This design comes from an exercise in tuning for small area on the open sky130 flow, not from production work. Function was checked by simulation only, so behaviour that the tests miss may differ from the original. No activity file was given, so power comes from the tool's default toggle rates.

### flow/design.v
`timescale 1ns / 1ps
module ram(
    input clk,
    input we,
    input rst,
    input [5:0] addr,
    input [7:0] din,
    output [7:0] dout
    );
 reg [7:0] mem [63:0];
 reg [7:0] temp;
 integer i;
 always@(posedge clk)
 begin   
    if(rst == 1'b1)
     begin
      for(i=0; i< 64; i = i + 1)
       begin
       mem[i] <= 8'h00;
       end
      temp <= 8'h00;
     end
     else
       begin
         if(we == 1'b1)
           mem[addr] <= din;
         else
           temp  <= mem[addr];     
       end   
 end   
 assign dout = temp;
endmodule
### flow/run.sh
#!/bin/bash
# synth_recipe.tcl (not shown) runs the flow's synth.tcl, then flattens the netlist and writes it again
# the make line also repeats each setting of config.mk as NAME=value (left out here)
make -C /OpenROAD-flow-scripts/flow DESIGN_CONFIG=/design/flow/config.mk WORK_HOME=/design/flow/orfs CLKGATE_MAP_FILE= SYNTH_SCRIPT=/design/flow/synth_recipe.tcl finish
### flow/config.mk
export PLATFORM = sky130hd
export DESIGN_NAME = ram
export DESIGN_NICKNAME = ram
export VERILOG_FILES = /design/flow/design.v
export SDC_FILE = /design/flow/constraint.sdc
export NUM_CORES = 4
export LEC_CHECK = 0
export CAP_MARGIN = 20
export CORE_MARGIN = 2
export CORE_UTILIZATION = 40
export SLEW_MARGIN = 20
### flow/constraint.sdc
create_clock -name core_clock -period 3.0 [get_ports {clk}]
set_input_delay 0.6000 -clock core_clock [delete_from_list [all_inputs] [get_ports {clk}]]
set_output_delay 0.6000 -clock core_clock [all_outputs]
set_load 0.01 [all_outputs]
==> summary.md, run 1 <==
| Metric | Value |
|---|---|
| Status | complete, no violations |
| Slew Limit Headroom | 0.382 |
| Final ANT Viol Nets | 0 |
| CTS Sinks | 520 |
| Met2 wire length | between 30000 and 40000 um |
| Worst-Skew Late Latency | roughly 600 ps |
| GRT Total Usage | 0.235 |
| Post-CTS setup buffers | 0 |
| Diodes inserted | 0 |
| Initial antenna violation count | 2 |
| First-pass GRT wire length | 108000 um |
| Met1 Wirelength | 30500 um |
| CP endpoint | mem[39][3] |
| Synth cell types | 61 |
| # resized after CTS | 0 |
| Post-Synthesis Cells | ~1800 |
| Post-synth EDFFs | approximately 510 |
| Final hold viol count | 0 |
| Port Buffers | 24 |
| Most frequent cell after synthesis | and2_1 |
| Total congestion overflow | 0 |
| Layout cells sized above 1 | 0.207 |
| Largest net degree at the start of global routing | 65 |
| Synth top area cells | edfxtp_1 (63%), and2_1 (13%), mux4_2 (2.7%) |
| Area share of the largest cell type after synthesis | 0.633 |
| Post-Route WL | 73200 um |
| H-tree levels | 2 |
| Required @ worst endpoint | 3290 ps |
| Area Overhead vs Synth | 15.8% |
| Hold crit path type | in2reg |
| Mapped Nets | 1828 |
| Critical Path Fanout Max | 11 |
| Vias | 15700 |
| Sw Ratio | 0.231 |
| Die X-Extent | 250 um |
| DRC Markers | 0 |
| Clock root cell | clkbuf_16 |
| Setup violators final | 0 |
| Synth Cell Area | about 24000 um2 |
| Least-Margin Pin Slew | 928 ps |
| Reg2reg path depth | 6 |
| Max capacitance violation total | 0 |
| Internal power | 12.9 mW |
| Sequential area share after synthesis | 0.640 |
| Final nets | 1939 |
| Top_reg_cell synth | edfxtp_1 |
| RSZ-0062 raised after global routing | false |
| # fillers | 5396 |
| Sum of negative setup slack | 0 ps |
| RR Startpoint | mem[24][5] |
| Starting Density | 0.404 |
| CTS clk-pin slew, worst paths | 60 ps |
| DR pass1 iterations | 5 |
| Highest metal used | met5 |
| Switch Pwr | 3.87 mW |
| Starting DRT DRC Count | 1667 |
| Top Ports | 25 |
| Tcrit/Tclk final | 0.808 |
| Cts bufs inserted | 55 |
| Worst VDD drop | 388 uV |
| Power Dens Cells | 595 nW/um2 |
| Die Y | 250 um |
| Hpwl dp | 49100 um |
| Core box area | 60100 um2 |
| Crit. Startpoint | addr[4] |
| Tmin final | 2420 ps |
| Worst Clk Skew | 18.5 ps |
| DR WL met3 | 6150 um |
| Comb pwr share | 0.083 |
| Pleak | 10.1 nW |
| Vias in the first global route | 15500 |
| Clk pwr share | 0.410 |
| Synth warnings | 1 |
| Placer Congestion | 0.901 |
| Non-Filler Instances | 2743 |
| FFs w/ async S/R, synth | 0 |
| Synthesized area per cell | 13.4 um2 |
| Startpoint types | input port |
| Placed Instances | 2647 |
| Fmax | 413 MHz |
| Die ar. | 62700 um2 |
| CTS tree | done |
| Register bit total from synthesis | 520 |
| Largest area contributor in the netlist | edfxtp_1 |
| Synth cell count leaders | and2_1 (516), edfxtp_1 (512), nor2_1 (89) |
| Crit Path Category | in2reg |
| Hold buffer count at cts | 0 |
| Seq pwr share | 0.508 |
| Slew Viols, Final | 0 |
| Setup crit end kind | flip-flop |
| Vias per inst | 5.71 |
| FF-to-FF setup slack | 810 ps |
| Max clock buf depth | 3 |
| Capturing point of the worst reg2reg path | temp[5] |
| Arrival @ worst endpoint | 2720 ps |
| Row count | 90 |
| Detailed-route wire length per cell | 26.7 um |
-- per-stage QoR --
stage	cell area [um2]	hold slack, ps	util	worst slack (ps)	power, mW
after CTS	28100	451	0.468	669	16.8
final	28100	493	0.468	576	16.7
after detailed placement	26300	565	0.438	88.0	10.0
after global routing	28100	507	0.468	534	17.2
after floorplan	24300	491	-	613	9.33
after global placement	26300	587	0.438	90.1	10.0
-- logic make-up (layout without fill, tap and decap cells) --
| family | after synthesis | in the layout | synth area share |
|---|---|---|---|
| AO/OA/AOI/OAI | 249 | 249 | 0.0761 |
| flip-flops | 520 | 520 | 0.640 |
| multiplexers | 134 | 134 | 0.0727 |
| buffers and inverters | 154 | 304 | 0.0300 |
| AND/OR/NAND/NOR | 754 | 754 | 0.181 |
-- cells in the final DEF, fill, tap and decap left out, drive strengths merged, types with 4 or more instances in the layout --
cell,netlist,routed
a21oi,33,33
o22ai,14,14
nor2,89,89
or2,66,66
a31oi,15,15
clkdlybuf4s50,0,12
nand2,36,36
a22o,18,18
clkbuf,79,67
a221o,6,6
clkinv,0,20
bufinv,0,7
buf,65,186
a311oi,5,5
nand3,11,11
nor3,8,8
a22oi,37,37
nor2b,9,9
inv,10,11
o21ai,25,25
mux2i,62,62
dfxtp,8,8
mux4,29,29
o221ai,5,5
a211oi,4,4
edfxtp,512,512
o2bb2ai,4,4
a221oi,56,56
and2,516,516
o211ai,5,5
mux2,43,43
-- sequential cells by signal, indices dropped and copies added (netlist names) --
| name | count |
|---|---|
| temp | 8 |
| mem | 512 |
-- power by group through the flow --
stage	sequential [mW]	clock, mW	combinational [mW]
2_1_floorplan	8.56	0	0.768
3_3_place_gp	8.65	0	1.36
3_5_place_dp	8.65	0	1.37
4_1_cts	8.51	6.95	1.37
5_1_grt	8.53	7.21	1.45
6_report	8.51	6.86	1.38
-- metal layers --
metal / vias to the layer above / track usage
li1: 6869 / -
met5: - / 0
met2: 706 / 0.371
met4: 2 / 0.0754
met3: 140 / 0.0469
met1: 7958 / 0.328
-- worst max-delay path: stages --
cell and delay (ps):
clkdlybuf4s50_1 540, buf_4 240, or3b_2 470, buf_4 200, nor2_1 330, or2_2 320
-- layout make-up --
class,instances,area (um2),share of cell area
clock buffers,67,1460,0.0520
clock inverters,29,319,0.0113
inverters,10,37.5,0.00133
multi-input cells,1137,8030,0.286
flip-flops and latches,520,15500,0.552
well taps,782,978,0.0348
repair buffers,198,1770,0.0628
-- how the worst min path moves through the flow --
stage,start,endpoint,cells past startpoint
2_1_floorplan,temp[7],temp[7],2
3_3_place_gp,temp[7],temp[7],2
3_5_place_dp,temp[5],temp[5],2
4_1_cts,addr[0],temp[5],3
5_1_grt,addr[0],temp[5],3
6_report,addr[0],temp[5],3
==> run 2: changes to the inputs <==
==> flow/design.v (replaced) <==
`timescale 1ns / 1ps
module ram_oai22(input a1, input a2, input b1, input b2, output y);
  assign y = ~((a1 | a2) & (b1 | b2));
endmodule
module ram_aoi222(input a1, input b1, input a2, input b2, input a3, input b3,
                  output y);
  assign y = ~((a1 & b1) | (a2 & b2) | (a3 & b3));
endmodule
module ram_aoi21(input a1, input a2, input b1, output y);
  assign y = ~((a1 & a2) | b1);
endmodule
module ram_nand4(input a, input b, input c, input d, output y);
  assign y = ~(a & b & c & d);
endmodule
module ram_nand2(input a, input b, output y);
  assign y = ~(a & b);
endmodule
module ram_nor3(input a, input b, input c, output y);
  assign y = ~(a | b | c);
endmodule
module ram(
    input clk,
    input we,
    input rst,
    input [5:0] addr,
    input [7:0] din,
    output [7:0] dout
    );
  reg          p;          
  reg  [511:0] s;          
  reg  [7:0]   temp;       
  wire [7:0] hi = 8'd1 << addr[5:3];
  wire [7:0] lo = 8'd1 << addr[2:0];
  wire [7:0] whi = hi & {8{we}};
  wire [63:0] rs;          
  wire [63:0] wd;          
  wire [63:0] nwd;
  genvar w, b;
  generate
    for (w = 0; w < 64; w = w + 1) begin : g_dec
      assign rs[w] = hi[w/8] & lo[w%8];
      ram_aoi21 u_nwd (.a1(whi[w/8]), .a2(lo[w%8]), .b1(rst), .y(nwd[w]));
      assign wd[w] = ~nwd[w];
    end
  endgenerate
  wire [7:0] x = rst ? 8'hff : (din ^ {8{p}});
  wire [511:0] s_next;
  generate
    for (w = 0; w < 64; w = w + 1) begin : g_w
      for (b = 0; b < 8; b = b + 1) begin : g_b
        ram_oai22 u_nx (.a1(s[8*w+b]), .a2(wd[w]), .b1(nwd[w]), .b2(x[b]),
                        .y(s_next[8*w+b]));
      end
    end
  endgenerate
  wire [7:0] rd;
  generate
    for (b = 0; b < 8; b = b + 1) begin : g_rd
      wire [21:0] t;
      wire [5:0]  u;
      wire [1:0]  n;
      for (w = 0; w < 21; w = w + 1) begin : g_t
        ram_aoi222 u_rd (.a1(rs[3*w]),   .b1(s[8*(3*w)+b]),
                         .a2(rs[3*w+1]), .b2(s[8*(3*w+1)+b]),
                         .a3(rs[3*w+2]), .b3(s[8*(3*w+2)+b]),
                         .y(t[w]));
      end
      assign t[21] = ~(rs[63] & s[8*63+b]);
      for (w = 0; w < 5; w = w + 1) begin : g_u
        ram_nand4 u_u (.a(t[4*w]), .b(t[4*w+1]), .c(t[4*w+2]), .d(t[4*w+3]),
                       .y(u[w]));
      end
      ram_nand2 u_u5 (.a(t[20]), .b(t[21]), .y(u[5]));
      ram_nor3 u_n0 (.a(u[0]), .b(u[1]), .c(u[2]), .y(n[0]));
      ram_nor3 u_n1 (.a(u[3]), .b(u[4]), .c(u[5]), .y(n[1]));
      assign rd[b] = ~(n[0] & n[1]);
    end
  endgenerate
  always @(posedge clk) begin
    p <= ~(rst | p);
    s <= s_next;
    if (rst)
      temp <= 8'h00;
    else if (!we)
      temp <= rd ^ {8{p}};
  end
  assign dout = temp;
endmodule
==> flow/flow/run.sh (new file) <==
#!/bin/bash
# Standard ORFS flow (the standard.sh, standard synthesis unchanged) with:
#  - port buffers of the smallest plain buffer instead of a delay cell,
#  - a clock tree of small clock buffers without dummy balancing loads.
set -euo pipefail
B=sky130_fd_sc_hd
bash standard.sh finish \
  "BUFFER_PORTS_ARGS=-buffer_cell ${B}__buf_1" \
  "CTS_ARGS=-sink_clustering_enable -repair_clock_nets -buf_list ${B}__clkbuf_4 -root_buf ${B}__clkbuf_8 -sink_clustering_size 16 -dont_use_dummy_load" \
  > flow_make.log 2>&1
==> flow/standard.sh (new file) <==
#!/bin/bash
# synth_recipe.tcl (not shown) runs the flow's synth.tcl, then flattens the netlist and writes it again
# the make line also repeats each setting of config.mk as NAME=value (left out here)
make -C /OpenROAD-flow-scripts/flow DESIGN_CONFIG=/design/flow/config.mk WORK_HOME=/design/flow/orfs CLKGATE_MAP_FILE= SYNTH_SCRIPT=/design/flow/synth_recipe.tcl "${@:-finish}"
--- a/flow/config.mk
+++ b/flow/config.mk
@@ -10,2 +10,4 @@
 export CORE_UTILIZATION = 40
+export GPL_TIMING_DRIVEN = 0
 export SLEW_MARGIN = 20
+export SYNTH_HIERARCHICAL = 1
removed: flow/run.sh
==> summary.md, run 2 <==
| Metric | Value |
|---|---|
| CP max-delay cell | nand3b_1 |
| Synthesized area per cell | 11.2 um2 |
| Top flop regs | s (512), temp (8), p (1) |
| Starting Density | 0.407 |
| Initial antenna violation count | 1 |
| Required @ worst endpoint | 3530 ps |
| Status | finished with violations |
| Fmax | 330 MHz |
| CTS clk-pin slew, worst paths | 60 ps |
| Pleak | 7.28 nW |
| Max capacitance violation total | 0 |
| Hold crit path type | in2reg |
| Die Y | between 200 and 250 um |
| Placer Congestion | 0.880 |
| Largest Register | s |
| FF-to-FF setup slack | 940 ps |
| Clk pwr share | 0.310 |
| Port Buffers | 18 |
| Post-synth EDFFs | 0 |
| Top Ports | 25 |
| Final instance area | 19700 um2 |
| Reg2reg path depth | 5 |
| Slew Limit Headroom | 0.314 |
| Largest net degree at the start of global routing | 51 |
| # fillers | ~4100 |
| Setup crit end kind | flip-flop |
| RSZ-0062 raised after global routing | false |
| Synth top area cells | dfxtp_1 (59%), o22ai_1 (18%), a222oi_1 (9.6%) |
| Slew Viols, Final | 0 |
| Core box area | 43300 um2 |
| Power Dens Cells | slightly above 700 nW/um2 |
| Fin Hold WS | 321 ps |
| CP top delay family | simple AND/OR/NAND/NOR gates |
| Final ANT Viol Nets | 0 |
| Worst Clk Skew | ~50 ps |
| Total power | 14.3 mW |
| Layout violations | negative setup slack |
| Setup violators final | 1 |
| Max clock buf depth | 3 |
| Die X-Extent | 214 um |
| H-tree levels | 4 |
| Crit-path cells | buf_2, nand3b_1, nor2_1, a222oi_1, nand4_1, nor3_2, nor4bb_1, a2111oi_2 |
| Starting DRT DRC Count | 2184 |
| CTS Sinks | 521 |
| Area share of the largest cell type after synthesis | 0.592 |
| CTS tree | done |
| Synth warnings | 7 |
| Max reg flops | 512 |
| Vias in the first global route | 14700 |
| Top_reg_cell synth | dfxtp_1 |
| Worst VDD drop | 367 uV |
| Tcrit/Tclk final | 1.01 |
| Hold buffer count at cts | 0 |
| Sw Ratio | 0.272 |
| Vias per inst | 6.67 |
| Startpoint types | input port |
| Final hold viol count | 0 |
| GRT Total Usage | 0.248 |
| Sequential area share after synthesis | 0.592 |
| Die ar. | 45700 um2 |
| Total congestion overflow | 0 |
| Crit Path Category | in2reg |
| Detailed-route wire length per cell | approximately 25 um |
| Seq pwr share | 0.579 |
| Synth cell count leaders | dfxtp_1 (521), o22ai_1 (512), a222oi_1 (168) |
| Post-Route WL | 57000 um |
| Clock root cell | clkbuf_8 |
| Vias | 15400 |
| Final nets | around 1700 |
| Hpwl dp | 36900 um |
| Synth Cell Area | 17600 um2 |
| Comb pwr share | 0.111 |
| Worst Path Buf+Inv | 1 |
| DR pass1 iterations | 7 |
| Row count | 76 |
| Commonest cells after routing, fill and taps aside | dfxtp_1 (521), o22ai_1 (512), a222oi_1 (168), clkbuf_4 (131), inv_1 (68) |
| Most frequent cell after synthesis | dfxtp_1 |
| First-pass GRT wire length | a little under 90000 um |
| Layout cells sized above 1 | 0.155 |
| FFs w/ async S/R, synth | 0 |
| Tmin final | 3030 ps |
| Synth cell types | 27 |
| Post-CTS setup buffers | 0 |
| Largest area contributor in the netlist | dfxtp_1 |
| Arrival @ worst endpoint | 3560 ps |
| Mapped Nets | 1583 |
| Cts bufs inserted | between 100 and 150 |
| # resized after CTS | 0 |
| Switch Pwr | 3.91 mW |
| Register bit total from synthesis | 521 |
| Levels on crit path | 8 |
| Post-Synthesis Cells | 1566 |
| Dpl cell area | about 19000 um2 |
| DRC Markers | 0 |
| Least-Margin Pin Slew | 1030 ps |
| Worst-Skew Late Latency | 680 ps |
| Final Core Density | 0.456 |
| Critical Path Fanout Max | 9 |
| Commonest non-fill, non-tap cell in the layout | dfxtp_1 |
| Final WS setup | -27.6 ps |
| Hold path depth | 3 |
| Area Overhead vs Synth | 12.0% |
| Internal power | 10.4 mW |
| CP peak stage delay | between 700 and 800 ps |
==> run 2: per-module statistics from Yosys, one instance, submodules excluded, excerpt <==
| module | flops+latches | cells inside | area, um2 | copies in the design |
|---|---|---|---|---|
| ram | 521 | 758 | 11700 | 1 |
| ram_aoi21 | 0 | 1 | 8.76 | 64 |
| ram_aoi222 | 0 | 1 | 10.0 | 168 |
| ram_nand4 | 0 | 1 | 6.26 | 40 |
| ram_nor3 | 0 | 1 | 10.0 | 16 |
| ram_oai22 | 0 | 1 | 6.26 | 512 |
==> run 2: path summary, 6_finish.rpt <==
check / from / to
setup reg to reg: s[312] / temp[0]
hold / removal: rst / s[198]
setup / recovery: addr[1] / temp[4]
hold reg to reg: s[253] / s[253]
==> run 2: power by group through the flow <==
stage | Clock [mW] | Combinational [mW] | Sequential [mW]
CTS | 4.57 | 1.56 | 8.28
finish | 4.45 | 1.59 | 8.30
global placement | 0 | 1.47 | 8.41
global route | 4.93 | 1.71 | 8.38
detailed placement | 0 | 1.56 | 8.42
floorplan | 0 | 1.06 | 8.27
==> run 2: metal layers <==
metal | up-vias | global-route usage | part of all wire
li1 | 7002 | - | -
met1 | 7553 | 0.351 | 0.45
met2 | 764 | 0.366 | 0.43
met3 | 120 | 0.0637 | 0.092
met4 | 0 | 0.0833 | 0.025
met5 | - | 0 | 0
==> run 2: cell type report <==
| type | count | area, um2 | area share |
|---|---|---|---|
| inverters | 73 | 274 | 0.0139 |
| well taps | 585 | 732 | 0.0371 |
| clock buffers | 132 | 997 | 0.0506 |
| plain buffers | 18 | 139 | 0.00704 |
| multi-input cells | 954 | 6820 | 0.346 |
| repair buffers | 29 | 319 | 0.0162 |
| diodes | 1 | 2.50 | 0.000127 |
| flip-flops and latches | 521 | 10400 | 0.529 |
==> run 2: through the flow <==
stage | worst slack [ps] | TNS [ps] | std cells
2_1_floorplan | 509 | 0 | 1566
3_3_place_gp | -4980 | -2512280 | 2169
3_5_place_dp | -558 | -48340 | 2180
4_1_cts | 143 | 0 | 2312
5_1_grt | 3.57 | 0 | 2312
6_report | -27.6 | -27.6 | 2313
==> run 2: kinds of logic after synthesis <==
family | after synthesis | share of synthesized area
AOI/OAI and AO/OA | 752 | 0.316
xor gates and xnor gates | 8 | 0.00398
buffers and inverters | 91 | 0.0235
DFF | 521 | 0.592
and+or+nand+nor | 194 | 0.0641
==> run 2: worst min-delay path, stage by stage <==
cell and delay, ps:
buf_2 130, a21oi_2 90, o22ai_1 100
==> run 3: changes to the inputs <==
==> flow/flow/run.sh (replaced) <==
#!/bin/bash
# Standard ORFS flow (the standard.sh, standard synthesis unchanged) with:
#  - port buffers of the smallest plain buffer instead of a delay cell,
#  - a clock tree of clkbuf_8 cells on small sink clusters, without dummy
#    balancing loads,
#  - downsizing of gates off the critical paths after global routing.
# make's output goes to flow_make.log; each step's tool log is under orfs/logs.
set -euo pipefail
B=sky130_fd_sc_hd
bash standard.sh finish \
  "BUFFER_PORTS_ARGS=-buffer_cell ${B}__buf_1" \
  "CTS_ARGS=-sink_clustering_enable -repair_clock_nets -buf_list ${B}__clkbuf_8 -root_buf ${B}__clkbuf_8 -sink_clustering_size 18 -sink_clustering_max_diameter 50 -sink_buffer_max_cap_derate 1.0 -dont_use_dummy_load" \
  RECOVER_POWER=100 \
  > flow_make.log 2>&1
--- a/flow/config.mk
+++ b/flow/config.mk
@@ -9,4 +9,6 @@
 export CORE_MARGIN = 2
-export CORE_UTILIZATION = 40
+export CORE_UTILIZATION = 65
 export GPL_TIMING_DRIVEN = 0
+export PLACE_DENSITY = 0.75
+export SETUP_SLACK_MARGIN = 0.2
 export SLEW_MARGIN = 20
==> summary.md, run 3 <==
| Metric | Value |
|---|---|
| Hpwl dp | 34800 um |
| Worst-Skew Late Latency | 570 ps |
| Crit-path cells | buf_2, or3_1, clkbuf_2, nor2_1, a222oi_1, nand4_1, nor3_1, nand2_1, a2111oi_2 |
| Fin Hold WS | approximately 440 ps |
| DR WL met3 | 6160 um |
| Status | complete, no violations |
| Top Ports | 25 |
| Row count | 60 |
| Sum of negative setup slack | 0 ps |
| Top flop regs | s (512), temp (8), p (1) |
| Sequential area share after synthesis | 0.592 |
| Power Dens Cells | 698 nW/um2 |
| Setup crit end kind | flip-flop |
| DRC Markers | 0 |
| GRT Total Usage | 0.365 |
| Slew Limit Headroom | 0.357 |
| Highest metal used | met4 |
| Synth top area cells | dfxtp_1 (59%), o22ai_1 (18%), a222oi_1 (9.6%) |
| Core box area | 26800 um2 |
| Required @ worst endpoint | 3460 ps |
| Top_reg_cell synth | dfxtp_1 |
| Die Y | roughly 170 um |
| Reg2reg path depth | 5 |
| First-pass GRT wire length | 81300 um |
| Final hold viol count | 0 |
| Clock root cell | clkbuf_8 |
| Worst Clk Skew | 41.0 ps |
| RSZ-0062 raised after global routing | false |
| Max clock buf depth | 3 |
| Startpoint types | input port |
| Final ANT Viol Nets | 0 |
| CTS Sinks | roughly 520 |
| Total congestion overflow | 0 |
| Final nets | 1662 |
| Tmin final | 2780 ps |
| Slew Viols, Final | 0 |
| Max capacitance violation total | 0 |
| Dpl cell area | 18400 um2 |
| Pleak | 6.96 nW |
| Worst VDD drop | 498 uV |
| Area share of the largest cell type after synthesis | 0.592 |
| CTS clk-pin slew, worst paths | 110 ps |
| Synth cell types | 27 |
| Crit Path Category | in2reg |
| CP peak stage delay | 570 ps |
| Vias | 15300 |
| Detailed-route wire length per cell | 27.0 um |
| Mapped Nets | 1583 |
| Hold path depth | 1 |
| Largest Register | s |
| Hold crit path type | reg2reg |
| Tcrit/Tclk final | 0.927 |
| Hold buffer count at cts | 0 |
| Post-Route WL | 53600 um |
| Met1 Wirelength | 22000 um |
| Least-Margin Pin Slew | slightly below 1000 ps |
| Diodes inserted | 0 |
| Post-Synthesis Cells | 1566 |
| Largest net degree at the start of global routing | 47 |
| Setup violators final | 0 |
| Starting Density | 0.657 |
| Synth cell count leaders | dfxtp_1 (521), o22ai_1 (512), a222oi_1 (168) |
| Largest area contributor in the netlist | dfxtp_1 |
| DR pass1 iterations | 9 |
| H-tree levels | 2 |
| Placer Congestion | 0.923 |
| Initial antenna violation count | 0 |
| Arrival @ worst endpoint | 3250 ps |
| Pre-CTS setup slack | -442 ps |
| Most frequent cell after synthesis | dfxtp_1 |
| Critical Path Fanout Max | 9 |
| Synth Cell Area | 17600 um2 |
| FF-to-FF setup slack | ~800 ps |
| Layout cells sized above 1 | 0.0755 |
| Max reg flops | 512 |
| Synth warnings | 7 |
| Commonest non-fill, non-tap cell in the layout | dfxtp_1 |
| CTS tree | done |
| Met2 wire length | between 20000 and 25000 um |
| Final instance area | approximately 19000 um2 |
| Area Overhead vs Synth | 6.62% |
| Total power | ~13 mW |
| Die X-Extent | around 170 um |
| Commonest cells after routing, fill and taps aside | dfxtp_1 (521), o22ai_1 (512), a222oi_1 (168), inv_1 (68), nor2_1 (66) |
| Final WS setup | 219 ps |
| Die ar. | 28400 um2 |
| Vias in the first global route | 14100 |
| Register bit total from synthesis | 521 |
| FFs w/ async S/R, synth | 0 |
| Cts bufs inserted | 39 |
| Vias per inst | between 7 and 8 |
| Synthesized area per cell | 11.2 um2 |
| Post-synth EDFFs | 0 |
| Fmax | 360 MHz |
| Starting DRT DRC Count | 2564 |
| CP max-delay cell | a222oi_1 |
| Port Buffers | 18 |
## run 3: cell count changes in the layout (fill, tap and decap cells not counted), sizes merged
cell,change
buf,+5
clkbuf,-89
diode,-1
## run 3: power by group
part	internal [mW]	switching [mW]	leakage (nW)	total, mW
logic	0.607	0.956	2.30	1.56
registers	7.79	0.510	4.38	8.30
clock network	1.17	2.06	0.280	3.24
## run 3: path summary, 6_finish.rpt
path                            startpoint       to
worst max register to register           p    s[42]
worst min-delay path                s[380]   s[380]
worst max-delay path               addr[2]  temp[2]
worst min register to register      s[380]   s[380]
## run 3: worst max-delay path, delay by kind of cell
family | cells | cell delay (ps)
simple gates | 5 | 1130
buf+inv | 2 | 580
compound gates | 2 | 930
## run 3: layout make-up
| cell class | count | area, um2 |
|---|---|---|
| clock buffer | 39 | 537 |
| inverter | 73 | 274 |
| tap | 341 | 427 |
| sequential | 521 | 10400 |
| buffer | 18 | 140 |
| timing repair buffer | 38 | 404 |
| fill | 2050 | 8030 |
| multi-input combinational | 954 | 6560 |
## run 3: per-stage QoR
| stage | utilization | std cells |
|---|---|---|
| 6_report | 0.700 | 1984 |
| 2_1_floorplan | - | 1566 |
| 3_3_place_gp | 0.675 | 1925 |
| 5_1_grt | 0.700 | 1984 |
| 3_5_place_dp | 0.687 | 1936 |
| 4_1_cts | 0.710 | 1980 |
## run 3: cell families (layout without fill, tap and decap cells)
kind of cell / after synthesis / after routing / synth area share
buffers and inverters: 91 / 168 / 0.0235
and+or+nand+nor: 194 / 194 / 0.0641
DFF: 521 / 521 / 0.592
AOI/OAI and AO/OA: 752 / 752 / 0.316
xor gates and xnor gates: 8 / 8 / 0.00398
## run 3: layer usage
metal	vias up	track usage
met5	-	0
met4	0	0.157
met3	172	0.0776
met2	984	0.544
met1	7373	0.517
li1	6786	-
## run 3: what timing repair did
action / CTS / global route
resized for setup: 0 / 3
buffers inserted: 5 / 4
endpoints found under the setup margin: 3 / 182
pin swaps: 1 / 0
## run 3: per-module statistics from Yosys (local to each module, per instance)
module	times used	flip-flops and latches
ram_aoi21	64	0
ram	1	521
ram_nand2	8	0
ram_nor3	16	0
ram_nand4	40	0
ram_aoi222	168	0
ram_oai22	512	0
==> run 4: changes to the inputs <==
--- a/flow/design.v
+++ b/flow/design.v
@@ -8,5 +8,2 @@
 endmodule
-module ram_aoi21(input a1, input a2, input b1, output y);
-  assign y = ~((a1 & a2) | b1);
-endmodule
 module ram_nand4(input a, input b, input c, input d, output y);
@@ -17,4 +14,13 @@
 endmodule
-module ram_nor3(input a, input b, input c, output y);
-  assign y = ~(a | b | c);
+module ram_nand3(input a, input b, input c, output y);
+  assign y = ~(a & b & c);
+endmodule
+module ram_nor2(input a, input b, output y);
+  assign y = ~(a | b);
+endmodule
+module ram_aoi21(input a1, input a2, input b1, output y);
+  assign y = ~((a1 & a2) | b1);
+endmodule
+module ram_mux2i(input a0, input a1, input s, output y);
+  assign y = ~(s ? a1 : a0);
 endmodule
@@ -34,5 +40,6 @@
   wire [7:0] whi = hi & {8{we}};
+  wire       rstn = ~rst;
   wire [63:0] rs;          
-  wire [63:0] wd;          
-  wire [63:0] nwd;
+  wire [63:0] nw;          
+  wire [63:0] wr;          
   genvar w, b;
@@ -41,7 +48,13 @@
       assign rs[w] = hi[w/8] & lo[w%8];
-      ram_aoi21 u_nwd (.a1(whi[w/8]), .a2(lo[w%8]), .b1(rst), .y(nwd[w]));
-      assign wd[w] = ~nwd[w];
+      ram_nand2 u_nw (.a(whi[w/8]), .b(lo[w%8]), .y(nw[w]));
+      ram_nand2 u_wr (.a(nw[w]), .b(rstn), .y(wr[w]));
     end
   endgenerate
-  wire [7:0] x = rst ? 8'hff : (din ^ {8{p}});
+  wire [7:0] xn = ~(din ^ {8{p}});
+  wire [31:0] x;
+  generate
+    for (b = 0; b < 32; b = b + 1) begin : g_x
+      ram_nand2 u_x (.a(xn[b%8]), .b(rstn), .y(x[b]));
+    end
+  endgenerate
   wire [511:0] s_next;
@@ -50,3 +63,3 @@
       for (b = 0; b < 8; b = b + 1) begin : g_b
-        ram_oai22 u_nx (.a1(s[8*w+b]), .a2(wd[w]), .b1(nwd[w]), .b2(x[b]),
+        ram_oai22 u_nx (.a1(s[8*w+b]), .a2(wr[w]), .b1(nw[w]), .b2(x[8*(w/16)+b]),
                         .y(s_next[8*w+b]));
@@ -60,3 +73,3 @@
       wire [5:0]  u;
-      wire [1:0]  n;
+      wire [2:0]  n;
       for (w = 0; w < 21; w = w + 1) begin : g_t
@@ -73,5 +86,18 @@
       ram_nand2 u_u5 (.a(t[20]), .b(t[21]), .y(u[5]));
-      ram_nor3 u_n0 (.a(u[0]), .b(u[1]), .c(u[2]), .y(n[0]));
-      ram_nor3 u_n1 (.a(u[3]), .b(u[4]), .c(u[5]), .y(n[1]));
-      assign rd[b] = ~(n[0] & n[1]);
+      for (w = 0; w < 3; w = w + 1) begin : g_n
+        ram_nor2 u_n (.a(u[2*w]), .b(u[2*w+1]), .y(n[w]));
+      end
+      ram_nand3 u_rd (.a(n[0]), .b(n[1]), .c(n[2]), .y(rd[b]));
+    end
+  endgenerate
+  wire hold = we & ~rst;
+  wire rd_p  = ~we & ~rst & p;      
+  wire rd_np = ~we & ~rst & ~p;     
+  wire [7:0] temp_n;
+  generate
+    for (b = 0; b < 8; b = b + 1) begin : g_o
+      wire c1, c0;                  
+      ram_aoi21 u_c1 (.a1(hold), .a2(temp[b]), .b1(rd_np), .y(c1));
+      ram_aoi21 u_c0 (.a1(hold), .a2(temp[b]), .b1(rd_p),  .y(c0));
+      ram_mux2i u_m  (.a0(c0), .a1(c1), .s(rd[b]), .y(temp_n[b]));
     end
@@ -81,6 +107,3 @@
     s <= s_next;
-    if (rst)
-      temp <= 8'h00;
-    else if (!we)
-      temp <= rd ^ {8{p}};
+    temp <= temp_n;
   end
==> summary.md, run 4 <==
| Metric | Value |
|---|---|
| Max clock buf depth | 3 |
| Hold Crit Start | rst |
| Worst Hold Path EP | p |
| CP max-delay cell | inv_1 |
| Post-Synthesis Cells | 1600 |
| Detailed-route wire length per cell | 26.4 um |
| CP most frequent cell | nand2_1 |
| Commonest cells after routing, fill and taps aside | dfxtp_1 (521), o22ai_1 (512), nand2_1 (169), a222oi_1 (168), nor2_1 (93) |
| Post-synth EDFFs | 0 |
| FF-to-FF setup slack | just over 700 ps |
| RSZ-0062 raised after global routing | false |
| Starting Density | 0.662 |
| H-tree levels | 2 |
| GRT Total Usage | 0.367 |
| Least-Margin Pin Slew | 949 ps |
| Power Dens Cells | 662 nW/um2 |
| Placer Congestion | 0.925 |
| Starting DRT DRC Count | 2757 |
| RR Startpoint | p |
| Most frequent cell after synthesis | dfxtp_1 |
| Capturing point of the worst reg2reg path | s[435] |
| Hold crit path type | in2reg |
| CP top delay family | simple AND/OR/NAND/NOR gates |
| FFs w/ async S/R, synth | 0 |
| Fin Hold WS | 383 ps |
| Top Ports | 25 |
| Status | complete, no violations |
| Tmin final | ~2900 ps |
| Core box area | 26100 um2 |
| # fillers | 2014 |
| Worst Clk Skew | approximately 52 ps |
| CP peak stage delay | 840 ps |
| Area share of the largest cell type after synthesis | 0.604 |
| DR pass1 iterations | 7 |
| Vias per inst | 7.66 |
| Die X-Extent | 167 um |
| Critical Path Fanout Max | 9 |
| Synth cell types | 23 |
| Slew Limit Headroom | 0.364 |
| Final hold viol count | 0 |
| Worst Path Buf+Inv | 2 |
| Post-Route WL | 52700 um |
| Vias in the first global route | 14200 |
| Startpoint types | input port |
| Largest Register | s |
| Top_reg_cell synth | dfxtp_1 |
| Register bit total from synthesis | 521 |
| Synth cell count leaders | dfxtp_1 (521), o22ai_1 (512), nand2_1 (169) |
| Reg2reg path depth | 4 |
| Crit Path Category | in2reg |
| Slew Viols, Final | 0 |
| Final Core Density | 0.704 |
| Initial antenna violation count | 0 |
| Layout cells sized above 1 | 0.0476 |
| CTS tree | done |
| Synth top area cells | dfxtp_1 (60%), o22ai_1 (19%), a222oi_1 (9.7%) |
| Max reg flops | ~500 |
| Synthesized area per cell | 10.8 um2 |
| First-pass GRT wire length | 81300 um |
| Die ar. | 27900 um2 |
| Hpwl dp | approximately 35000 um |
| Cts bufs inserted | 39 |
| Worst-Skew Late Latency | a little under 600 ps |
| Crit-path cells | buf_6, nand3b_1, inv_1, nand2_1, nand2_1, o22ai_1 |
| Commonest non-fill, non-tap cell in the layout | dfxtp_1 |
| Vias | roughly 15000 |
| CTS Sinks | 521 |
| Largest net degree at the start of global routing | between 40 and 50 |
| Clock root cell | clkbuf_8 |
| Port Buffers | 18 |
| Diodes inserted | 0 |
| Worst VDD drop | 531 uV |
| Max capacitance violation total | 0 |
| Pleak | 6.50 nW |
| Total congestion overflow | 0 |
| Required @ worst endpoint | 3400 ps |
| Final nets | 1679 |
| Sequential area share after synthesis | 0.604 |
| Area Overhead vs Synth | 6.29% |
| Hold buffer count at cts | 0 |
| Setup crit end kind | flip-flop |
| Synth warnings | 7 |
| Die Y | 167 um |
| Arrival @ worst endpoint | 3250 ps |
| Hold path depth | 2 |
| Final ANT Viol Nets | 0 |
| Row count | 59 |
| Tcrit/Tclk final | 0.952 |
| Top flop regs | s (512), temp (8), p (1) |
| Synth Cell Area | 17300 um2 |
| DRC Markers | 0 |
| Fmax | 350 MHz |
| Setup violators final | 0 |
| CTS clk-pin slew, worst paths | 90 ps |
| Largest area contributor in the netlist | dfxtp_1 |
| Mapped Nets | 1617 |
## run 4: cell count changes after synthesis, sizes merged, moves of 2 or more
cell,delta
nand2,+153
inv,-65
a21oi,-48
nor2,+25
nor3,-15
nor2b,-9
a2111oi,-8
mux2i,+8
nand2b,-8
nand3,+7
and4bb,-5
nor4bb,-3
clkinv,+2
## run 4: cell type report
type / count / area [um2] / area share
inverters: 10 / 42.5 / 0.00232
well taps: 335 / 419 / 0.0228
plain buffers: 16 / 136 / 0.00743
flip-flops and latches: 521 / 10400 / 0.569
multi-input cells: 1053 / 6660 / 0.363
repair buffers: 21 / 119 / 0.00648
clock buffers: 39 / 537 / 0.0293
## run 4: report_power, final
part,internal [mW],total (mW),switching (mW)
logic,0.404,1.14,0.734
registers,7.46,7.78,0.321
clock network,1.17,3.22,2.04
## run 4: what timing repair did
| item | in CTS | in global routing |
|---|---|---|
| resized for setup | 0 | 1 |
| endpoints found under the setup margin | 0 | 32 |
| setup buffers | 0 | 0 |
## run 4: modules after synthesis, one instance, submodules excluded
module / area (um2) / flip-flops and latches / times used / cells
ram: 11100 / 521 / 1 / 656
ram_aoi21: 8.76 / 0 / 16 / 1
ram_aoi222: 10.0 / 0 / 168 / 1
ram_mux2i: 10.0 / 0 / 8 / 1
ram_nand2: 3.75 / 0 / 168 / 1
ram_nand3: 5.00 / 0 / 8 / 1
ram_nand4: 6.26 / 0 / 40 / 1
ram_nor2: 3.75 / 0 / 24 / 1
ram_oai22: 6.26 / 0 / 512 / 1
## run 4: worst max-delay path by stage
stage / startpoint / to / slack (ps) / cells past startpoint
6_report: addr[2] / s[216] / 140 / 6
5_1_grt: rst / s[435] / 200 / 5
4_1_cts: addr[0] / s[186] / 260 / 6
3_5_place_dp: addr[0] / s[440] / -280 / 6
3_3_place_gp: rst / s[403] / -960 / 4
2_1_floorplan: rst / temp[0] / 630 / 4
## run 4: cell families after synthesis
logic type / share of synthesized area
AO/OA/AOI/OAI: 0.291
XOR/XNOR: 0.00406
buffers and inverters: 0.0102
flip-flops: 0.604
multiplexers: 0.00464
AND/OR/NAND/NOR: 0.0856
## run 4: through the flow
stage	area [um2]	worst slack [ps]	TNS, ps	total power [mW]	instances
finish	18300	144	0	12.1	1995
global route	18300	196	0	12.5	1995
global placement	17700	-962	-463280	8.97	1953
CTS	18300	258	0	12.1	1995
detailed placement	17800	-281	-23430	9.03	1956
floorplan	17300	632	0	8.59	1600
## run 4: metal layers
metal / routed length (um) / global-route usage
met5: 0 / 0
met4: 2390 / 0.154
met3: 5940 / 0.0684
met2: 22700 / 0.546
met1: 21600 / 0.528
==> run 5: changes to the inputs <==
--- a/flow/flow/run.sh
+++ b/flow/flow/run.sh
@@ -5,3 +5,2 @@
 #    balancing loads,
-#  - downsizing of gates off the critical paths after global routing.
 # make's output goes to flow_make.log; each step's tool log is under orfs/logs.
@@ -12,3 +11,2 @@
   "CTS_ARGS=-sink_clustering_enable -repair_clock_nets -buf_list ${B}__clkbuf_8 -root_buf ${B}__clkbuf_8 -sink_clustering_size 18 -sink_clustering_max_diameter 50 -sink_buffer_max_cap_derate 1.0 -dont_use_dummy_load" \
-  RECOVER_POWER=100 \
   > flow_make.log 2>&1
--- a/flow/config.mk
+++ b/flow/config.mk
@@ -12,3 +12,3 @@
 export PLACE_DENSITY = 0.75
-export SETUP_SLACK_MARGIN = 0.2
+export SETUP_SLACK_MARGIN = 0.3
 export SLEW_MARGIN = 20
==> summary.md, run 5 <==
| Metric | Value |
|---|---|
| Die X-Extent | 167 um |
| DRC Markers | 0 |
| Post-Synthesis Cells | 1600 |
| Synth Cell Area | between 15000 and 20000 um2 |
| Area share of fa/ha/maj cells after synthesis | 0 |
| Crit Path Category | in2reg |
| Synth warnings | 7 |
| Total congestion overflow | 0 |
| XOR/XNOR Fraction of Synth Area | 0.00406 |
| Largest area contributor in the netlist | dfxtp_1 |
| Top Ports | 25 |
| Detailed-route wire length per cell | about 26 um |
| Mapped Nets | 1617 |
| Mux cell area share after synthesis | 0.00464 |
| CTS tree | done |
| Cts bufs inserted | 39 |
| Synth top area cells | dfxtp_1 (60%), o22ai_1 (19%), a222oi_1 (9.7%) |
| Diodes inserted | 0 |
| Most frequent cell after synthesis | dfxtp_1 |
| Area Overhead vs Synth | 6.50% |
| Largest net degree at the start of global routing | 43 |
| Slew Viols, Final | 0 |
| Final hold viol count | 0 |
| Non-Filler Instances | approximately 2000 |
| GRT Total Usage | 0.367 |
| Capturing point of the worst reg2reg path | s[427] |
| Core box area | 26100 um2 |
| H-tree levels | 2 |
| Largest Register | s |
| Die Y | 167 um |
| Initial antenna violation count | 0 |
| Reg2reg path depth | 4 |
| RR Startpoint | p |
| Arrival @ worst endpoint | between 3000 and 4000 ps |
| Fmax | approximately 370 MHz |
| Vias in the first global route | ~14000 |
| Largest family of logic cells by synthesized area | compound AO/OA/AOI/OAI gates |
| Least-Margin Pin Slew | 888 ps |
| Clock root cell | clkbuf_8 |
| Max reg flops | 512 |
| Max clock buf depth | 3 |
| Layout cells sized above 1 | 0.0499 |
| Required @ worst endpoint | 3480 ps |
| FFs w/ async S/R, synth | 0 |
| Post-Route WL | 52800 um |
| Startpoint types | input port |
| Compound-Gate Fraction of Synth Area | 0.291 |
| Hold buffer count at cts | 0 |
| RSZ-0062 raised after global routing | false |
| CTS clk-pin slew, worst paths | 100 ps |
| Placed Instances | 1956 |
| Post-synth EDFFs | 0 |
| Crit. Startpoint | addr[0] |
| Die ar. | 27900 um2 |
| Max capacitance violation total | 0 |
| Total power | 12.1 mW |
| Hold crit path type | in2reg |
| First-pass GRT wire length | 81300 um |
| CP endpoint | temp[5] |
| Synth cell types | 23 |
| Starting DRT DRC Count | 2872 |
| Final ANT Viol Nets | 0 |
| Critical Path Fanout Max | 8 |
| DR pass1 iterations | 10 |
| Row count | 59 |
| Worst Clk Skew | 46.0 ps |
| # fillers | 2006 |
| Vias | 15400 |
| Post-Synth Simple-Gate Area | 0.0856 |
| Port Buffers | 18 |
| Final nets | 1682 |
| Setup violators final | 0 |
| Fin Hold WS | slightly above 400 ps |
| Tcrit/Tclk final | 0.910 |
| Synthesized area per cell | between 10 and 15 um2 |
| Starting Density | 0.662 |
| Worst VDD drop | approximately 530 uV |
| Vias per inst | about 7.7 |
| Area share of the largest cell type after synthesis | 0.604 |
| Power Dens Cells | 661 nW/um2 |
| Status | complete, no violations |
| Register bit total from synthesis | 521 |
| Placer Congestion | 0.925 |
| Worst-Skew Late Latency | around 570 ps |
| Slew Limit Headroom | 0.406 |
| Sequential area share after synthesis | 0.604 |
| Synth cell count leaders | dfxtp_1 (521), o22ai_1 (512), nand2_1 (169) |
| FF-to-FF setup slack | around 970 ps |
| Setup crit end kind | flip-flop |
| CTS Sinks | 521 |
| Top_reg_cell synth | dfxtp_1 |
| Commonest non-fill, non-tap cell in the layout | dfxtp_1 |
| Hpwl dp | about 35000 um |
| Pleak | ~6.5 nW |
| Hold path depth | 2 |
| Top flop regs | s (512), temp (8), p (1) |
| Tmin final | 2730 ps |
| Commonest cells after routing, fill and taps aside | dfxtp_1 (521), o22ai_1 (512), nand2_1 (169), a222oi_1 (168), nor2_1 (93) |
==> run 5: cells by family after synthesis <==
group           count (synthesis)
xor+xnor                        8
compound gates                696
simple gates                  341
flops                         521
buf+inv                        26
mux                             8
==> run 5: metrics by stage <==
| step | cell area (um2) | util | TNS [ps] | setup slack [ps] |
|---|---|---|---|---|
| 2_1_floorplan | 17300 | - | 0 | 632 |
| 3_3_place_gp | 17700 | 0.681 | -463280 | -962 |
| 3_5_place_dp | 17800 | 0.683 | -23430 | -281 |
| 4_1_cts | 18300 | 0.704 | 0 | 380 |
| 5_1_grt | 18400 | 0.705 | 0 | 361 |
| 6_report | 18400 | 0.705 | 0 | 270 |
==> run 5: how the worst min path moves through the flow <==
stage           start     end  slack (ps)
6_report          rst       p         410
4_1_cts           rst       p         370
3_5_place_dp   s[481]  s[481]         440
5_1_grt           rst       p         400
3_3_place_gp   s[495]  s[495]         430
2_1_floorplan  s[507]  s[507]         410
==> run 5: Yosys stat by module, one instance, submodules excluded <==
module,times used,cells inside,flops+latches
ram_nand3,8,1,0
ram_aoi21,16,1,0
ram_nor2,24,1,0
ram_aoi222,168,1,0
ram_nand2,168,1,0
ram_mux2i,8,1,0
ram_nand4,40,1,0
ram_oai22,512,1,0
ram,1,656,521
==> run 5: cell type report <==
class                           count  area [um2]  area share
Tap cell                          335         419      0.0228
Sequential cell                   521       10400       0.567
Clock buffer                       39         537      0.0292
Buffer                             16         138     0.00749
Multi-Input combinational cell   1053        6660       0.362
Inverter                           10        42.5     0.00231
Timing Repair Buffer               24         154     0.00837
==> run 5: worst max-delay path, stage by stage <==
cell and delay (ps):
buf_6 110, nand3_1 660, nor2_1 340, a222oi_1 700, nand4_1 260, nor2_1 270
nand3_1 130, mux2i_1 130
==> run 5: routing by layer <==
metal  global-route usage  part of all wire
met1                0.528              0.41
met2                0.545              0.43
met3               0.0680              0.11
met4                0.156             0.046
met5                    0                 0
==> run 5: repair_timing <==
action / in CTS / in global routing
buffers inserted: 0 / 3
pin swaps: 0 / 1
hold endpoints to repair: 0 / 0
gates resized for setup: 1 / 0
setup endpoints to repair: 17 / 16
==> run 5: report_power, final <==
group	internal [mW]	leakage, nW	switching (mW)
clock network	1.17	0.280	2.05
logic	0.407	1.88	0.737
registers	7.46	4.37	0.322
==> run 6: changes to the inputs <==
--- a/flow/flow/run.sh
+++ b/flow/flow/run.sh
@@ -5,2 +5,3 @@
 #    balancing loads,
+#  - downsizing of gates off the critical paths after global routing.
 # make's output goes to flow_make.log; each step's tool log is under orfs/logs.
@@ -11,2 +12,3 @@
   "CTS_ARGS=-sink_clustering_enable -repair_clock_nets -buf_list ${B}__clkbuf_8 -root_buf ${B}__clkbuf_8 -sink_clustering_size 18 -sink_clustering_max_diameter 50 -sink_buffer_max_cap_derate 1.0 -dont_use_dummy_load" \
+  RECOVER_POWER=100 \
   > flow_make.log 2>&1
--- a/flow/config.mk
+++ b/flow/config.mk
@@ -7,3 +7,3 @@
 export LEC_CHECK = 0
-export CAP_MARGIN = 20
+export CAP_MARGIN = 0
 export CORE_MARGIN = 2
@@ -13,3 +13,3 @@
 export SETUP_SLACK_MARGIN = 0.3
-export SLEW_MARGIN = 20
+export SLEW_MARGIN = 0
 export SYNTH_HIERARCHICAL = 1
==> summary.md, run 6 <==
| Metric | Value |
|---|---|
| Status | complete, no violations |
| Final instance area | 18300 um2 |
| Pleak | about 6.5 nW |
| FFs w/ async S/R, synth | 0 |
| GRT Max-Usage Layer | met2 |
| Capturing point of the worst reg2reg path | s[435] |
| # fillers | 2040 |
| DR pass1 iterations | 7 |
| Register bit total from synthesis | 521 |
| Final WS setup | 99.1 ps |
| Area share of the largest cell type after synthesis | 0.604 |
| Worst VDD drop | 547 uV |
| Reg area | 10400 um2 |
| Setup violators final | 0 |
| Cts bufs inserted | 39 |
| Max capacitance violation total | 0 |
| Total congestion overflow | 0 |
| Vias in the first global route | 14200 |
| CTS Sinks | between 500 and 600 |
| Top_reg_cell synth | dfxtp_1 |
| H-tree levels | 2 |
| Worst Clk Skew | 49.2 ps |
| Mapped Nets | around 1600 |
| Least-Margin Pin Slew | 1010 ps |
| Core box area | 26100 um2 |
| Placed Instances | approximately 2000 |
| Clk pwr share | 0.265 |
| Required @ worst endpoint | 3460 ps |
| Post-Synthesis Cells | 1600 |
| Largest area contributor in the netlist | dfxtp_1 |
| Hold path depth | 2 |
| Reg2reg path depth | 4 |
| Synth Cell Area | 17300 um2 |
| Comb pwr share | 0.094 |
| Internal power | roughly 9.0 mW |
| Final nets | 1678 |
| Detailed-route wire length per cell | 26.6 um |
| Synth top area cells | dfxtp_1 (60%), o22ai_1 (19%), a222oi_1 (9.7%) |
| Port Buffers | 18 |
| Hold crit path type | in2reg |
| RSZ-0062 raised after global routing | true |
| Sw Ratio | 0.256 |
| Synth warnings | 7 |
| Tcrit/Tclk final | 0.967 |
| Seq pwr share | 0.641 |
| First-pass GRT wire length | 81700 um |
| Largest Register | s |
| Fin Hold WS | 419 ps |
| Row count | just under 60 |
| Worst-Skew Late Latency | 600 ps |
| Slew Viols, Final | 0 |
| Crit Path Category | in2reg |
| Synth cell types | 23 |
| Diodes inserted | 0 |
| Global-route track usage on met3 | 0.0518 |
| Hpwl dp | 35000 um |
| Die Y | 167 um |
| RR Startpoint | p |
| Initial antenna violation count | 0 |
| Hold buffer count at cts | 0 |
| Critical Path Fanout Max | 9 |
| Pre-CTS setup slack | -291 ps |
| GRT met1 Usage | 0.540 |
| Tmin final | roughly 2900 ps |
| Slew Limit Headroom | 0.322 |
| Hold Crit Start | rst |
| Synthesized area per cell | approximately 11 um2 |
| Layout cells sized above 1 | 0.0470 |
| Post-CTS setup buffers | 0 |
| Total power | 12.1 mW |
| Top Ports | 25 |
| Max reg flops | 512 |
| Sequential area share after synthesis | 0.604 |
| Most frequent cell after synthesis | dfxtp_1 |
| CTS clk-pin slew, worst paths | 90 ps |
| Clock root cell | clkbuf_8 |
| Area occupied by multi-input gates | 6660 um2 |
| Max clock buf depth | 3 |
| Starting Density | 0.662 |
| Power Dens Cells | 662 nW/um2 |
| Post-synth EDFFs | 0 |
| Largest net degree at the start of global routing | 43 |
| Switch Pwr | between 3 and 4 mW |
| Final ANT Viol Nets | 0 |
| Commonest non-fill, non-tap cell in the layout | dfxtp_1 |
| Die X-Extent | 167 um |
| CTS tree | done |
| DRC Markers | 0 |
| Area Overhead vs Synth | 6.21% |
| Worst Hold Path EP | p |
| Setup crit end kind | flip-flop |
| FF-to-FF setup slack | 740 ps |
| Post-Route WL | 53100 um |
| Dpl cell area | 17800 um2 |
| Starting DRT DRC Count | 2793 |
| Non-Filler Instances | 1994 |
| Vias | between 15000 and 20000 |
| Vias per inst | 7.76 |
| Arrival @ worst endpoint | 3360 ps |
| Commonest cells after routing, fill and taps aside | dfxtp_1 (521), o22ai_1 (512), nand2_1 (169), a222oi_1 (168), nor2_1 (94) |
| Startpoint types | input port |
| Placer Congestion | approximately 0.9 |
| Grt met2 use | 0.550 |
| Final hold viol count | 0 |
| GRT Total Usage | 0.369 |
| Die ar. | 27900 um2 |
| Fmax | 345 MHz |
| Top flop regs | s (512), temp (8), p (1) |
| Synth cell count leaders | dfxtp_1 (521), o22ai_1 (512), nand2_1 (169) |
-- run 6: cell families (layout without fill, tap and decap cells) --
family / Yosys count / count (layout) / share of synthesized area
compound gates: 696 / 696 / 0.291
mux: 8 / 8 / 0.00464
xor+xnor: 8 / 8 / 0.00406
simple gates: 341 / 341 / 0.0856
buf+inv: 26 / 85 / 0.0102
flops: 521 / 521 / 0.604
-- run 6: worst max path at each step --
stage / from / end / slack, ps / depth (start not counted)
after floorplan: rst / temp[0] / 630 / 4
after global routing: addr[0] / temp[4] / 140 / 8
final: addr[0] / temp[7] / 100 / 8
after CTS: addr[2] / s[222] / 330 / 6
after detailed placement: addr[0] / s[442] / -290 / 6
after global placement: rst / s[403] / -960 / 4
-- run 6: modules after synthesis (local to each module, per instance) --
module | flip-flops and latches | area (um2) | copies in the design | cells inside
ram_aoi21 | 0 | 8.76 | 16 | 1
ram_nor2 | 0 | 3.75 | 24 | 1
ram_nand2 | 0 | 3.75 | 168 | 1
ram_nand4 | 0 | 6.26 | 40 | 1
ram | 521 | 11100 | 1 | 656
ram_nand3 | 0 | 5.00 | 8 | 1
ram_aoi222 | 0 | 10.0 | 168 | 1
ram_mux2i | 0 | 10.0 | 8 | 1
ram_oai22 | 0 | 6.26 | 512 | 1
-- run 6: layout make-up --
class	count	area share
buffer	16	0.00703
inverter	10	0.00273
tap	335	0.0229
clock buffer	39	0.0293
sequential	521	0.569
timing repair buffer	20	0.00587
multi-input combinational	1053	0.363
-- run 6: metal layers --
metal  routed length (um)  up-vias
li1                     -     6849
met1                22100     7506
met2                23000      959
met3                 5680      152
met4                 2320        0
met5                    0        -
-- run 6: stage by stage --
| stage | utilization | setup TNS [ps] |
|---|---|---|
| after floorplan | - | 0 |
| after global placement | 0.681 | -463280 |
| after detailed placement | 0.683 | -25280 |
| after CTS | 0.703 | 0 |
| after global routing | 0.703 | 0 |
| final | 0.703 | 0 |
-- run 6: worst max-delay path: stages --
cell and delay, ps:
clkbuf_1 160, nand3b_1 790, nor2_1 320, a222oi_1 610
nand4_1 240, nor2_1 340, nand3_1 140, mux2i_1 130
-- run 6: what timing repair did --
action	in CTS	in global routing
hold endpoints to repair	0	0
endpoints found under the setup margin	7	12
gates resized for setup	1	2
-- run 6: power groups by stage --
stage	Clock [mW]	Sequential, mW	Combinational [mW]
after CTS	3.25	7.77	1.10
final	3.22	7.78	1.14
after global placement	0	7.91	1.06
after floorplan	0	7.83	0.760
after global routing	3.49	7.84	1.20
after detailed placement	0	7.92	1.11
==> run 7: changes to the inputs <==
--- a/flow/design.v
+++ b/flow/design.v
@@ -3,2 +3,11 @@
   assign y = ~((a1 | a2) & (b1 | b2));
+endmodule
+module ram_word_nx(input [7:0] q, input wr, input nw, input [7:0] x,
+                   output [7:0] y);
+  genvar b;
+  generate
+    for (b = 0; b < 8; b = b + 1) begin : g_b
+      ram_oai22 u_nx (.a1(q[b]), .a2(wr), .b1(nw), .b2(x[b]), .y(y[b]));
+    end
+  endgenerate
 endmodule
@@ -35,3 +44,2 @@
   reg          p;          
-  reg  [511:0] s;          
   reg  [7:0]   temp;       
@@ -41,27 +49,30 @@
   wire       rstn = ~rst;
-  wire [63:0] rs;          
-  wire [63:0] nw;          
-  wire [63:0] wr;          
+  wire [7:0] xn = ~(din ^ {8{p}});
+  wire [7:0] x0, x1, x2, x3;
   genvar w, b;
   generate
-    for (w = 0; w < 64; w = w + 1) begin : g_dec
-      assign rs[w] = hi[w/8] & lo[w%8];
-      ram_nand2 u_nw (.a(whi[w/8]), .b(lo[w%8]), .y(nw[w]));
-      ram_nand2 u_wr (.a(nw[w]), .b(rstn), .y(wr[w]));
+    for (b = 0; b < 8; b = b + 1) begin : g_x
+      ram_nand2 u_x0 (.a(xn[b]), .b(rstn), .y(x0[b]));
+      ram_nand2 u_x1 (.a(xn[b]), .b(rstn), .y(x1[b]));
+      ram_nand2 u_x2 (.a(xn[b]), .b(rstn), .y(x2[b]));
+      ram_nand2 u_x3 (.a(xn[b]), .b(rstn), .y(x3[b]));
     end
   endgenerate
-  wire [7:0] xn = ~(din ^ {8{p}});
-  wire [31:0] x;
-  generate
-    for (b = 0; b < 32; b = b + 1) begin : g_x
-      ram_nand2 u_x (.a(xn[b%8]), .b(rstn), .y(x[b]));
-    end
-  endgenerate
-  wire [511:0] s_next;
   generate
     for (w = 0; w < 64; w = w + 1) begin : g_w
-      for (b = 0; b < 8; b = b + 1) begin : g_b
-        ram_oai22 u_nx (.a1(s[8*w+b]), .a2(wr[w]), .b1(nw[w]), .b2(x[8*(w/16)+b]),
-                        .y(s_next[8*w+b]));
-      end
+      reg  [7:0] q;
+      wire [7:0] q_next;
+      wire [7:0] x;
+      wire       rs = hi[w/8] & lo[w%8];    
+      wire       nw;                        
+      wire       wr;                        
+      if (w < 16)      begin : g_q0 assign x = x0; end
+      else if (w < 32) begin : g_q1 assign x = x1; end
+      else if (w < 48) begin : g_q2 assign x = x2; end
+      else             begin : g_q3 assign x = x3; end
+      ram_nand2 u_nw (.a(whi[w/8]), .b(lo[w%8]), .y(nw));
+      ram_nand2 u_wr (.a(nw), .b(rstn), .y(wr));
+      ram_word_nx u_nx (.q(q), .wr(wr), .nw(nw), .x(x), .y(q_next));
+      always @(posedge clk)
+        q <= q_next;
     end
@@ -75,8 +86,8 @@
       for (w = 0; w < 21; w = w + 1) begin : g_t
-        ram_aoi222 u_rd (.a1(rs[3*w]),   .b1(s[8*(3*w)+b]),
-                         .a2(rs[3*w+1]), .b2(s[8*(3*w+1)+b]),
-                         .a3(rs[3*w+2]), .b3(s[8*(3*w+2)+b]),
+        ram_aoi222 u_rd (.a1(g_w[3*w].rs),   .b1(g_w[3*w].q[b]),
+                         .a2(g_w[3*w+1].rs), .b2(g_w[3*w+1].q[b]),
+                         .a3(g_w[3*w+2].rs), .b3(g_w[3*w+2].q[b]),
                          .y(t[w]));
       end
-      assign t[21] = ~(rs[63] & s[8*63+b]);
+      assign t[21] = ~(g_w[63].rs & g_w[63].q[b]);
       for (w = 0; w < 5; w = w + 1) begin : g_u
@@ -106,3 +117,2 @@
     p <= ~(rst | p);
-    s <= s_next;
     temp <= temp_n;
==> summary.md, run 7 <==
| Metric | Value |
|---|---|
| Status | complete, no violations |
| Slew Viols, Final | 0 |
| Max clock buf depth | 3 |
| Top_reg_cell synth | dfxtp_1 |
| CTS Sinks | approximately 520 |
| Final ANT Viol Nets | 0 |
| Port Buffers | 18 |
| Max reg flops | 512 |
| Core box area | about 26000 um2 |
| Synth warnings | 7 |
| Area share of fa/ha/maj cells after synthesis | 0 |
| Area Overhead vs Synth | 6.37% |
| Crit Path Category | in2reg |
| Die ar. | 27900 um2 |
| Detailed-route wire length per cell | 27.2 um |
| Seq pwr share | 0.640 |
| Least-Margin Pin Slew | 1020 ps |
| Vias per inst | a little under 8 |
| Setup crit end kind | flip-flop |
| Pre-CTS setup slack | -421 ps |
| Sequential area share after synthesis | 0.604 |
| Hpwl dp | ~36000 um |
| Post-synth EDFFs | 0 |
| Synth top area cells | dfxtp_1 (60%), o22ai_1 (19%), a222oi_1 (9.7%) |
| Internal power | 9.01 mW |
| Post-Synth Simple-Gate Area | 0.0856 |
| Largest area contributor in the netlist | dfxtp_1 |
| Slew Limit Headroom | 0.317 |
| H-tree levels | 2 |
| Worst Clk Skew | about 35 ps |
| Initial antenna violation count | 0 |
| Cts bufs inserted | 38 |
| Total congestion overflow | 0 |
| Tcrit/Tclk final | 0.969 |
| Area share of the largest cell type after synthesis | 0.604 |
| Die X-Extent | 167 um |
| Most frequent cell after synthesis | dfxtp_1 |
| Synth cell count leaders | dfxtp_1 (521), o22ai_1 (512), nand2_1 (169) |
| GRT Total Usage | 0.375 |
| Top flop regs | g_w.q (512), temp (8), p (1) |
| Largest Register | g_w.q |
| Largest family of logic cells by synthesized area | compound AO/OA/AOI/OAI gates |
| Largest net degree at the start of global routing | 55 |
| Switch Pwr | 3.14 mW |
| Worst-Skew Late Latency | 570 ps |
| Max capacitance violation total | 0 |
| DR pass1 iterations | 8 |
| Mapped Nets | between 1500 and 2000 |
| Final WS setup | 93.1 ps |
| DRC Markers | 0 |
| Tmin final | 2910 ps |
| Worst VDD drop | 547 uV |
| Commonest non-fill, non-tap cell in the layout | dfxtp_1 |
| Row count | 59 |
| Required @ worst endpoint | 3440 ps |
| Starting DRT DRC Count | between 3000 and 4000 |
| Diodes inserted | 0 |
| Final nets | approximately 1700 |
| CTS clk-pin slew, worst paths | 110 ps |
| Register bit total from synthesis | 521 |
| Final hold viol count | 0 |
| Pleak | 6.51 nW |
| Placer Congestion | 0.971 |
| Power Dens Cells | between 600 and 700 nW/um2 |
| Starting Density | 0.662 |
| Synth cell types | 23 |
| Sw Ratio | 0.259 |
| Clk pwr share | 0.264 |
| Reg area | 10400 um2 |
| Arrival @ worst endpoint | 3350 ps |
| Fmax | 344 MHz |
| RSZ-0062 raised after global routing | true |
| CTS tree | done |
| Area occupied by multi-input gates | 6660 um2 |
| XOR/XNOR Fraction of Synth Area | 0.00406 |
| Post-Route WL | roughly 54000 um |
| Startpoint types | input port |
| Post-Synthesis Cells | 1600 |
| Vias | 15400 |
| Synth Cell Area | 17300 um2 |
| Final Core Density | 0.704 |
| Top Ports | 25 |
| Mux cell area share after synthesis | 0.00464 |
| FFs w/ async S/R, synth | 0 |
| Commonest cells after routing, fill and taps aside | dfxtp_1 (521), o22ai_1 (512), nand2_1 (169), a222oi_1 (168), nor2_1 (93) |
| Hold buffer count at cts | 0 |
| Fin Hold WS | 396 ps |
| Die Y | ~170 um |
| Layout cells sized above 1 | 0.0470 |
| # fillers | 2050 |
| Synthesized area per cell | 10.8 um2 |
| Critical Path Fanout Max | 9 |
| Compound-Gate Fraction of Synth Area | 0.291 |
| Hold crit path type | in2reg |
| First-pass GRT wire length | ~83000 um |
| Setup violators final | 0 |
| Comb pwr share | 0.096 |
| Vias in the first global route | 14300 |
| Clock root cell | clkbuf_8 |
run 7: cell counts after synthesis:
Identical to the previous run, type by type.
run 7: metrics by stage:
| stage | area, um2 | setup TNS, ps | power [mW] | cells |
|---|---|---|---|---|
| finish | 18400 | 0 | 12.2 | 1995 |
| global route | 18400 | 0 | 12.5 | 1995 |
| CTS | 18300 | 0 | 12.1 | 1993 |
| detailed placement | 17800 | -29970 | 9.03 | 1955 |
| global placement | 17700 | -599790 | 8.98 | 1953 |
| floorplan | 17300 | 0 | 8.59 | 1600 |
run 7: power by group through the flow:
stage	registers, mW	logic [mW]	clock network, mW
floorplan	7.83	0.760	0
global placement	7.90	1.07	0
detailed placement	7.91	1.12	0
CTS	7.76	1.11	3.22
global route	7.83	1.22	3.48
finish	7.78	1.16	3.21
run 7: layout make-up:
type	instances	share of cell area
multi-input combinational	1053	0.363
clock buffer	38	0.0285
timing repair buffer	22	0.00804
sequential	521	0.568
buffer	16	0.00736
tap	335	0.0228
inverter	10	0.00232
run 7: critical path, stage by stage:
cell and delay, ps:
clkbuf_1 210, nand3b_1 710, nor2_1 360, a222oi_1 720, nand4_1 180, nor2_1 290, nand3_1 130, mux2i_1 140
run 7: path summary, 6_finish.rpt:
| check | cells past startpoint | from | slack [ps] | end |
|---|---|---|---|---|
| worst max-delay path | 8 | addr[1] | 90 | temp[7] |
| worst min-delay path | 2 | rst | 400 | p |
| worst min register to register | 1 | g_w[22].q[3] | 440 | g_w[22].q[3] |
| worst max register to register | 4 | p | 730 | g_w[17].q[4] |
run 7: logic make-up after synthesis:
kind of cell    Yosys count
simple gates            341
buf+inv                  26
xor+xnor                  8
flops                   521
compound gates          696
mux                       8
run 7: metal layers:
| metal | global-route usage | vias up | wire length, um |
|---|---|---|---|
| met2 | 0.556 | 1024 | 23200 |
| met1 | 0.528 | 7340 | 21900 |
| met4 | 0.182 | 0 | 2820 |
| met5 | 0 | - | 0 |
| met3 | 0.0732 | 170 | 6340 |
| li1 | - | 6843 | - |
run 7: Yosys stat by module, one instance, submodules excluded, excerpt:
module | flops+latches | cells | times used | cell area, um2
ram | 521 | 656 | 1 | 11100
ram_mux2i | 0 | 1 | 8 | 10.0
ram_aoi222 | 0 | 1 | 168 | 10.0
ram_nand4 | 0 | 1 | 40 | 6.26
ram_oai22 | 0 | 1 | 512 | 6.26
ram_nand3 | 0 | 1 | 8 | 5.00
ram_nand2 | 0 | 1 | 168 | 3.75
run 7: what timing repair did:
action | in CTS | in global routing
setup buffers | 0 | 2
pin swaps | 0 | 2
endpoints found under the hold margin | 0 | 0
resized for setup | 1 | 0
endpoints found under the setup margin | 60 | 13

[port drivers added, routing unchanged]
The flow's constraints put no driver on any port. The routed layouts listed below were extracted and timed again, unchanged, in two steps. Step 1 assumes that a clkbuf_16 drives the clock port and a buf_2 every other input. Step 2 adds t to the input delays and takes it off the output delays; t is the mean of the earliest and latest rising clock arrival at the registers after step 1. Input paths then give back, and output paths get back, about the clock's delay inside the block. Three values: ideal, step 1, step 2; two values: the first two.
run | t, ns | setup WS [ns] | worst hold slack (ns)
run 1 | 0.661 | 0.576 / 0.571 / -0.090 | 0.493 / 0.459 / 0.593
run 2 | 0.702 | -0.028 / 0.000 / -0.702 | 0.321 / 0.302 / 0.442
run 3 | 0.603 | 0.219 / 0.244 / -0.359 | 0.442 / 0.442 / 0.442
run 4 | 0.605 | 0.144 / 0.157 / -0.447 | 0.383 / 0.355 / 0.445
run 5 | 0.603 | 0.270 / 0.287 / -0.316 | 0.407 / 0.379 / 0.446
run 6 | 0.609 | 0.099 / 0.125 / -0.484 | 0.419 / 0.390 / 0.445
run 7 | 0.605 | 0.093 / 0.109 / -0.496 | 0.396 / 0.370 / 0.445
Met with ideal ports but missed after step 2: setup timing in 6 of these runs. The setup slack of run 2, which loses most, moves by +0.028 ns with the drivers and by -0.674 ns with both steps.
